From an optimization exercise on the open Yosys and OpenROAD flow, aimed at small area and a short achievable clock period; shortcuts taken in it are not production practice. Only simulation tests tie the RTL to the original design; equivalence was not proved.

== run 1 ==
==> flow/design.v <==
`timescale 1ns / 1ps
module lab4_2( 
              input wire      mode,
              input wire[2:0] opCode,
              input wire[3:0] value,
              input clk,
              input reset,
              output reg[9:0] result,
              output reg cacheFull,
              output reg invalidOp,
              output reg overflow);
	reg [223:0] cache;
	reg [5:0]   counter;
	reg [5:0]   PN;           
	reg [3:0]   begin_PC;
	reg [9:0]   p1;           
	reg [11:0]  B3;           
	reg [6:0]   IR;           
	reg         last;         
	integer i;
	always @(posedge clk) begin
		for (i = 0; i < 32; i = i + 1)
			if (!counter[5] && counter[4:0] == i)
				cache[i*7 +: 7] <= {opCode, value};
	end
	wire [9:0] p0 = result;
	wire [2:0] op = IR[6:4];
	wire [3:0] v  = IR[3:0];
	wire is1 = op[0] & ~op[2];
	wire is2 = op[1] & ~op[2];
	wire ar  = ~op[2];
	wire [4:0] s1, s2, s3;
	genvar k;
	generate
		for (k = 0; k < 5; k = k + 1) begin : dig
			wire a1 = p0[2*k+1], a0 = p0[2*k];
			if (k == 0) begin : d0
				assign s1[k] = (is2 & ~a1 & a0) | is1;
			end else begin : dk
				assign s1[k] = is2 & ~a1 & a0;
			end
			assign s2[k] = is2 & a1 & ~a0;
			assign s3[k] = is2 & a1 & a0;
		end
	endgenerate
	wire [10:0] B2 = {p1, 1'b0};
	wire [9:0] r0 = ({10{s1[0]}} & p1)      | ({10{s2[0]}} & B2[9:0]) | ({10{s3[0]}} & B3[9:0]);
	wire [7:0] r1 = ({8{s1[1]}}  & p1[7:0]) | ({8{s2[1]}}  & B2[7:0]) | ({8{s3[1]}}  & B3[7:0]);
	wire [5:0] r2 = ({6{s1[2]}}  & p1[5:0]) | ({6{s2[2]}}  & B2[5:0]) | ({6{s3[2]}}  & B3[5:0]);
	wire [3:0] r3 = ({4{s1[3]}}  & p1[3:0]) | ({4{s2[3]}}  & B2[3:0]) | ({4{s3[3]}}  & B3[3:0]);
	wire [1:0] r4 = ({2{s1[4]}}  & p1[1:0]) | ({2{s2[4]}}  & B2[1:0]) | ({2{s3[4]}}  & B3[1:0]);
	wire [9:0] q  = p0 & {10{~op[1]}};
	wire t0;
	wire t1;
	wire t2;
	wire t3;
	wire t4;
	wire t5;
	wire t6;
	wire t7;
	wire t8;
	wire t9;
	wire t10;
	wire t11;
	wire t12;
	wire t13;
	wire t14;
	wire t15;
	wire t16;
	wire t17;
	wire t18;
	wire t19;
	wire t20;
	wire t21;
	wire t22;
	wire t23;
	wire t24;
	wire t25;
	wire t26;
	wire t27;
	wire t28;
	wire t29;
	wire t30;
	wire t31;
	wire t32;
	wire t33;
	wire t34;
	wire t35;
	wire t36;
	wire t37;
	wire t38;
	wire t39;
	wire t40;
	wire t41;
	wire t42;
	wire t43;
	wire t44;
	wire t45;
	wire t46;
	wire t47;
	assign t0 = q[6] ^ r0[6];
	assign t1 = q[6] & r0[6];
	assign t2 = q[7] ^ r0[7] ^ r1[5];
	assign t3 = (q[7] & r0[7]) | (q[7] & r1[5]) | (r0[7] & r1[5]);
	assign t4 = q[8] ^ r0[8] ^ r1[6];
	assign t5 = (q[8] & r0[8]) | (q[8] & r1[6]) | (r0[8] & r1[6]);
	assign t6 = r2[4] ^ r3[2];
	assign t7 = r2[4] & r3[2];
	assign t8 = q[9] ^ r0[9] ^ r1[7];
	assign t9 = (q[9] & r0[9]) | (q[9] & r1[7]) | (r0[9] & r1[7]);
	assign t10 = r2[5] ^ r3[3] ^ r4[1];
	assign t11 = (r2[5] & r3[3]) | (r2[5] & r4[1]) | (r3[3] & r4[1]);
	assign t12 = v[2] ^ q[2];
	assign t13 = v[2] & q[2];
	assign t14 = v[3] ^ q[3] ^ r0[3];
	assign t15 = (v[3] & q[3]) | (v[3] & r0[3]) | (q[3] & r0[3]);
	assign t16 = q[4] ^ r0[4] ^ r1[2];
	assign t17 = (q[4] & r0[4]) | (q[4] & r1[2]) | (r0[4] & r1[2]);
	assign t18 = q[5] ^ r0[5] ^ r1[3];
	assign t19 = (q[5] & r0[5]) | (q[5] & r1[3]) | (r0[5] & r1[3]);
	assign t20 = r1[4] ^ r2[2] ^ r3[0];
	assign t21 = (r1[4] & r2[2]) | (r1[4] & r3[0]) | (r2[2] & r3[0]);
	assign t22 = r2[3] ^ r3[1] ^ t2;
	assign t23 = (r2[3] & r3[1]) | (r2[3] & t2) | (r3[1] & t2);
	assign t24 = r4[0] ^ t4 ^ t6;
	assign t25 = (r4[0] & t4) | (r4[0] & t6) | (t4 & t6);
	assign t26 = t8 ^ t10 ^ t5;
	assign t27 = (t8 & t10) | (t8 & t5) | (t10 & t5);
	assign t28 = v[0] ^ q[0];
	assign t29 = v[0] & q[0];
	assign t30 = v[1] ^ q[1] ^ r0[1];
	assign t31 = (v[1] & q[1]) | (v[1] & r0[1]) | (q[1] & r0[1]);
	assign t32 = r0[2] ^ r1[0] ^ t12;
	assign t33 = (r0[2] & r1[0]) | (r0[2] & t12) | (r1[0] & t12);
	assign t34 = r1[1] ^ t14 ^ t13;
	assign t35 = (r1[1] & t14) | (r1[1] & t13) | (t14 & t13);
	assign t36 = r2[0] ^ t16 ^ t15;
	assign t37 = (r2[0] & t16) | (r2[0] & t15) | (t16 & t15);
	assign t38 = r2[1] ^ t18 ^ t17;
	assign t39 = (r2[1] & t18) | (r2[1] & t17) | (t18 & t17);
	assign t40 = t0 ^ t20 ^ t19;
	assign t41 = (t0 & t20) | (t0 & t19) | (t20 & t19);
	assign t42 = t1 ^ t22 ^ t21;
	assign t43 = (t1 & t22) | (t1 & t21) | (t22 & t21);
	assign t44 = t3 ^ t24 ^ t23;
	assign t45 = (t3 & t24) | (t3 & t23) | (t24 & t23);
	assign t46 = t7 ^ t26 ^ t25;
	assign t47 = (t7 & t26) | (t7 & t25) | (t26 & t25);
	wire [9:0]  ra = {t46, t44, t42, t40, t38, t36, t34, t32, t30, r0[0]};
	wire [9:0]  rb = {t45, t43, t41, t39, t37, t35, t33, t31, t29, t28};
	wire [10:0] S  = ra + rb;
	wire big = (s1[1] & (|p1[9:8])) | (s2[1] & (|p1[9:7])) | (s3[1] & (|B3[11:8])) |
	           (s1[2] & (|p1[9:6])) | (s2[2] & (|p1[9:5])) | (s3[2] & (|B3[11:6])) |
	           (s1[3] & (|p1[9:4])) | (s2[3] & (|p1[9:3])) | (s3[3] & (|B3[11:4])) |
	           (s1[4] & (|p1[9:2])) | (s2[4] & (|p1[9:1])) | (s3[4] & (|B3[11:2])) |
	           (s2[0] & p1[9]) | (s3[0] & (|B3[11:10]));
	wire ovf_ar = S[10] | t9 | t11 | t27 | t47 | big;
	reg [3:0] pop;
	always @* begin
		pop = 0;
		for (i = 0; i < 10; i = i + 1) pop = pop + p0[i];
	end
	wire [9:0] rev = {p0[0], p0[1], p0[2], p0[3], p0[4], p0[5], p0[6], p0[7], p0[8], p0[9]};
	reg [9:0] n;
	reg       ovf;
	always @* begin
		if (ar) begin
			n = S[9:0]; ovf = ovf_ar;
		end else begin
			ovf = 1'b0;
			case (op[1:0])
				2'd0:    n = {6'd0, pop};
				2'd1:    n = rev;
				default: n = p0;
			endcase
		end
	end
	wire       is6    = op[2] & op[1];
	wire [3:0] nbegin = is6 ? v : begin_PC;
	wire [4:0] npc    = last ? {1'b0, nbegin} : PN[4:0];
	wire [5:0] npn    = npc + 1'b1;
	wire       nvalid = ~last | ({2'b0, nbegin} < counter);
	wire [6:0] nent   = cache[npc*7 +: 7];
	wire [5:0] cnt1   = counter + 1'b1;
	always @(posedge clk or posedge reset) begin
		if (reset) begin
			result    <= 0;
			cacheFull <= 0;
			invalidOp <= 0;
			overflow  <= 0;
			counter   <= 0;
			PN        <= 6'd1;
			begin_PC  <= 0;
			p1        <= 0;
			B3        <= 0;
			IR        <= 0;
			last      <= 1'b1;
		end else if (mode) begin
			result   <= n;
			overflow <= ovf;
			p1       <= p0;
			B3       <= {2'b0, p0} + {1'b0, p0, 1'b0};
			begin_PC <= nbegin;
			PN       <= npn;
			IR       <= nvalid ? nent : 7'd0;
			last     <= npn >= counter;
		end else begin
			if (!counter[5] && PN == cnt1)
				IR <= (opCode[1:0] == 2'b11) ? 7'd0 : {opCode, value};
			if (opCode[1:0] == 2'b11) begin
				invalidOp <= 1'b1;
			end else begin
				invalidOp <= 1'b0;
				if (counter[5]) cacheFull <= 1'b1;
				else begin
					counter <= cnt1;
					last    <= PN > counter;
				end
			end
		end
	end
endmodule
==> flow/config.mk <==
export PLATFORM = sky130hd
export DESIGN_NAME = lab4_2
export DESIGN_NICKNAME = lab4_2
export VERILOG_FILES = /design/flow/design.v
export SDC_FILE = /design/flow/constraint.sdc
export NUM_CORES = 4
export LEC_CHECK = 0
export ABC_AREA = 1
export CAP_MARGIN = 20
export CORE_MARGIN = 2
export CORE_UTILIZATION = 40
export CTS_CLUSTER_DIAMETER = 100
export CTS_CLUSTER_SIZE = 24
export SLEW_MARGIN = 20
==> flow/constraint.sdc <==
create_clock -name core_clock -period 12.5 [get_ports {clk}]
set_input_delay 2.5000 -clock core_clock [delete_from_list [all_inputs] [get_ports {clk}]]
set_output_delay 2.5000 -clock core_clock [all_outputs]
set_load 0.01 [all_outputs]
standard.sh (not shown) runs the stock make flow with config.mk's settings and CLKGATE_MAP_FILE= SYNTH_SCRIPT=/design/flow/synth_recipe.tcl, a recipe that flattens the netlist after the stock synthesis.
==> flow/flow/run.sh <==
#!/bin/bash
# Standard layout with two changes to how it is made:
#  - timing repair is asked for more setup margin than the clock period
#    needs, so it keeps shortening the worst paths;
#  - the port buffers are buf_4 cells (every port still gets its buffer).
set -euo pipefail
bash standard.sh SETUP_SLACK_MARGIN=9 \
  "BUFFER_PORTS_ARGS=-buffer_cell sky130_fd_sc_hd__buf_4" finish > standard.log 2>&1
Here is what was changed in the inputs of run 2 compared with run 1.
# run 1
export LEC_CHECK = 0
export ABC_AREA = 1
export CAP_MARGIN = 20
export CORE_MARGIN = 2
export CORE_UTILIZATION = 40
export CTS_CLUSTER_DIAMETER = 100
export CTS_CLUSTER_SIZE = 24
export SLEW_MARGIN = 20
create_clock -name core_clock -period 12.5 [get_ports {clk}]
# run 2
export LEC_CHECK = 0
export CAP_MARGIN = 20
export CORE_MARGIN = 2
export CORE_UTILIZATION = 40
export CTS_CLUSTER_DIAMETER = 100
export CTS_CLUSTER_SIZE = 24
export SLEW_MARGIN = 20
create_clock -name core_clock -period 12.5 [get_ports {clk}]
-- flow/flow/run.sh --
<<< run 1, line 6
set -euo pipefail
bash standard.sh SETUP_SLACK_MARGIN=9 \
  "BUFFER_PORTS_ARGS=-buffer_cell sky130_fd_sc_hd__buf_4" finish > standard.log 2>&1
>>> run 2, line 6
set -euo pipefail
bash standard.sh SETUP_SLACK_MARGIN=8.8 \
  "BUFFER_PORTS_ARGS=-buffer_cell sky130_fd_sc_hd__buf_4" finish > standard.log 2>&1
Results
Comparing run 2 and run 1, the higher number of stages on the worst hold path was measured on run 1.
Diff run 2 and run 1: chip height lower in run 2
Headroom to the max-slew limit came out higher on run 2 than on run 1.
Compared with run 1, run 2 shows a die outline width that is 1.3 µm lower.
Run 2 ends up with a length in cells of the worst reg-to-reg path that is 7 lower than in run 1.
Area growth from synthesis to layout: higher on run 1
[compare] base=run 1 new=run 2: sequential fraction of total cell area rose by 1.0 points; die area saw a decrease.
Input changes introduced in run 3 (baseline for comparison: run 2):
# run 2
export LEC_CHECK = 0
export CAP_MARGIN = 20
export CORE_MARGIN = 2
export CORE_UTILIZATION = 40
export CTS_CLUSTER_DIAMETER = 100
export CTS_CLUSTER_SIZE = 24
export SLEW_MARGIN = 20
create_clock -name core_clock -period 12.5 [get_ports {clk}]
# run 3
export LEC_CHECK = 0
export CAP_MARGIN = 20
export CORE_MARGIN = 2
export CORE_UTILIZATION = 40
export CTS_BUF_LIST = sky130_fd_sc_hd__clkbuf_4 sky130_fd_sc_hd__clkbuf_8 sky130_fd_sc_hd__clkbuf_16
export CTS_CLUSTER_DIAMETER = 100
export CTS_CLUSTER_SIZE = 24
export SLEW_MARGIN = 20
create_clock -name core_clock -period 12.5 [get_ports {clk}]
-- flow/flow/run.sh --
<<< run 2, line 6
set -euo pipefail
bash standard.sh SETUP_SLACK_MARGIN=8.8 \
  "BUFFER_PORTS_ARGS=-buffer_cell sky130_fd_sc_hd__buf_4" finish > standard.log 2>&1
>>> run 3, line 6
set -euo pipefail
bash standard.sh SETUP_SLACK_MARGIN=9 \
  "BUFFER_PORTS_ARGS=-buffer_cell sky130_fd_sc_hd__buf_4" finish > standard.log 2>&1
[summary]
- As far as register fraction of the total cell area is concerned, run 2 and run 3 perform about the same.
- Run 3 vs. run 2: wire length held steady.
- Run 3 ends up with a non-clock buffer count that is 4.5% lower than in run 2.
The following lists how run 4 was set up differently from run 3:
# run 3
export LEC_CHECK = 0
export CAP_MARGIN = 20
export CORE_MARGIN = 2
export CORE_UTILIZATION = 40
export CTS_BUF_LIST = sky130_fd_sc_hd__clkbuf_4 sky130_fd_sc_hd__clkbuf_8 sky130_fd_sc_hd__clkbuf_16
export CTS_CLUSTER_DIAMETER = 100
export CTS_CLUSTER_SIZE = 24
export SLEW_MARGIN = 20
create_clock -name core_clock -period 12.5 [get_ports {clk}]
# run 4
export LEC_CHECK = 0
export CAP_MARGIN = 20
export CORE_MARGIN = 2
export CORE_UTILIZATION = 40
export CTS_CLUSTER_DIAMETER = 100
export CTS_CLUSTER_SIZE = 24
export SLEW_MARGIN = 20
create_clock -name core_clock -period 12.5 [get_ports {clk}]
-- flow/flow/run.sh --
<<< run 3, line 6
set -euo pipefail
bash standard.sh SETUP_SLACK_MARGIN=9 \
  "BUFFER_PORTS_ARGS=-buffer_cell sky130_fd_sc_hd__buf_4" finish > standard.log 2>&1
>>> run 4, line 6
set -euo pipefail
bash standard.sh SETUP_SLACK_MARGIN=9.5 \
  "BUFFER_PORTS_ARGS=-buffer_cell sky130_fd_sc_hd__buf_4" finish > standard.log 2>&1
Looking at run 4 and run 3, the CTS clock-pin slew for the worst setup and hold paths is a wash. Row detailed-routing iteration count for the pre-antenna-repair pass: run 4 lower / run 3 higher. Compared with run 3, run 4 shows via count that has gone up by a few percent. Changes observed in run 4 relative to run 3: non-clock buffer contribution to total cell area +3.1 points, final standard cell area without fillers shows an increase of 6.3%, fmax now larger, area added between synthesis and finish has increased.
## Diff of input files: run 5 against run 4
# run 4
export LEC_CHECK = 0
export CAP_MARGIN = 20
export CORE_MARGIN = 2
export CORE_UTILIZATION = 40
export CTS_CLUSTER_DIAMETER = 100
export CTS_CLUSTER_SIZE = 24
export SLEW_MARGIN = 20
create_clock -name core_clock -period 12.5 [get_ports {clk}]
# run 5
export LEC_CHECK = 0
export CAP_MARGIN = 20
export CORE_MARGIN = 2
export CORE_UTILIZATION = 40
export CTS_CLUSTER_DIAMETER = 100
export CTS_CLUSTER_SIZE = 24
export SLEW_MARGIN = 20
export TNS_END_PERCENT = 50
create_clock -name core_clock -period 12.5 [get_ports {clk}]
-- flow/flow/run.sh --
<<< run 4, line 6
set -euo pipefail
bash standard.sh SETUP_SLACK_MARGIN=9.5 \
  "BUFFER_PORTS_ARGS=-buffer_cell sky130_fd_sc_hd__buf_4" finish > standard.log 2>&1
>>> run 5, line 6
set -euo pipefail
bash standard.sh SETUP_SLACK_MARGIN=9 \
  "BUFFER_PORTS_ARGS=-buffer_cell sky130_fd_sc_hd__buf_4" finish > standard.log 2>&1
Notes after the runs:
On synthesis-to-layout area growth: run 5 sits below run 4.
Summary of run 5 over run 4: part of the cycle the worst path needs shows an increase of 0.57 points, global-route usage now sits lower, inverter count went down 3.
Changes observed in run 5 relative to run 4: via count dropped 331.
--- input diff run 5..run 6 ---
# run 5
export LEC_CHECK = 0
export CAP_MARGIN = 20
export CORE_MARGIN = 2
export CORE_UTILIZATION = 40
export CTS_CLUSTER_DIAMETER = 100
export CTS_CLUSTER_SIZE = 24
export SLEW_MARGIN = 20
export TNS_END_PERCENT = 50
create_clock -name core_clock -period 12.5 [get_ports {clk}]
# run 6
export LEC_CHECK = 0
export CAP_MARGIN = 20
export CORE_MARGIN = 2
export CORE_UTILIZATION = 40
export CTS_CLUSTER_DIAMETER = 100
export CTS_CLUSTER_SIZE = 24
export SLEW_MARGIN = 20
export TNS_END_PERCENT = 20
create_clock -name core_clock -period 12.5 [get_ports {clk}]
Findings:
Post-synthesis to final-layout area growth for run 6: 0.90 points down relative to run 5. Run 6: done, clean on timing, DRC and antenna. Final area: run 6 lower than run 5. Run 5 -> run 6: combined global-route utilization of all metal layers flat.

re-timing with driven ports:
No port has a modelled driver above. Below, the same layouts with a new extraction and two added sets of constraints. Step 1 sets driving cells, clkbuf_16 on the clock port and buf_2 on the other inputs (assumed; they add their load-dependent delay and slew). Step 2 moves the port delays by t, midway between the first and last clock arrival at a register: inputs arrive t later, outputs are due t later. That takes back most of the time a late clock gives input paths. Three values: no drivers, after step 1, after step 2; two values: the first two.
run | t, ns | setup slack, ns | worst hold slack (ns) | slew at the worst register clock pin (ns)
run 1 | 0.558 | 8.325 / 8.325 / 8.325 | 0.491 / 0.491 / 0.491 | 0.10 / 0.10
run 2 | 0.561 | 8.633 / 8.599 / 8.286 | 0.468 / 0.468 / 0.468 | 0.10 / 0.10
run 3 | 0.547 | 8.689 / 8.641 / 8.466 | 0.511 / 0.511 / 0.511 | 0.10 / 0.10
run 4 | 0.573 | 8.720 / 8.707 / 8.720 | 0.519 / 0.519 / 0.519 | 0.10 / 0.10
run 5 | 0.557 | 8.649 / 8.597 / 8.407 | 0.477 / 0.477 / 0.477 | 0.10 / 0.10
run 6 | 0.554 | 8.640 / 8.592 / 8.480 | 0.478 / 0.478 / 0.478 | 0.10 / 0.10
After both steps setup and hold are still met in every run listed. For run 2, which loses most, drivers alone change the setup slack by -0.034 ns; drivers and shift together by -0.347 ns.
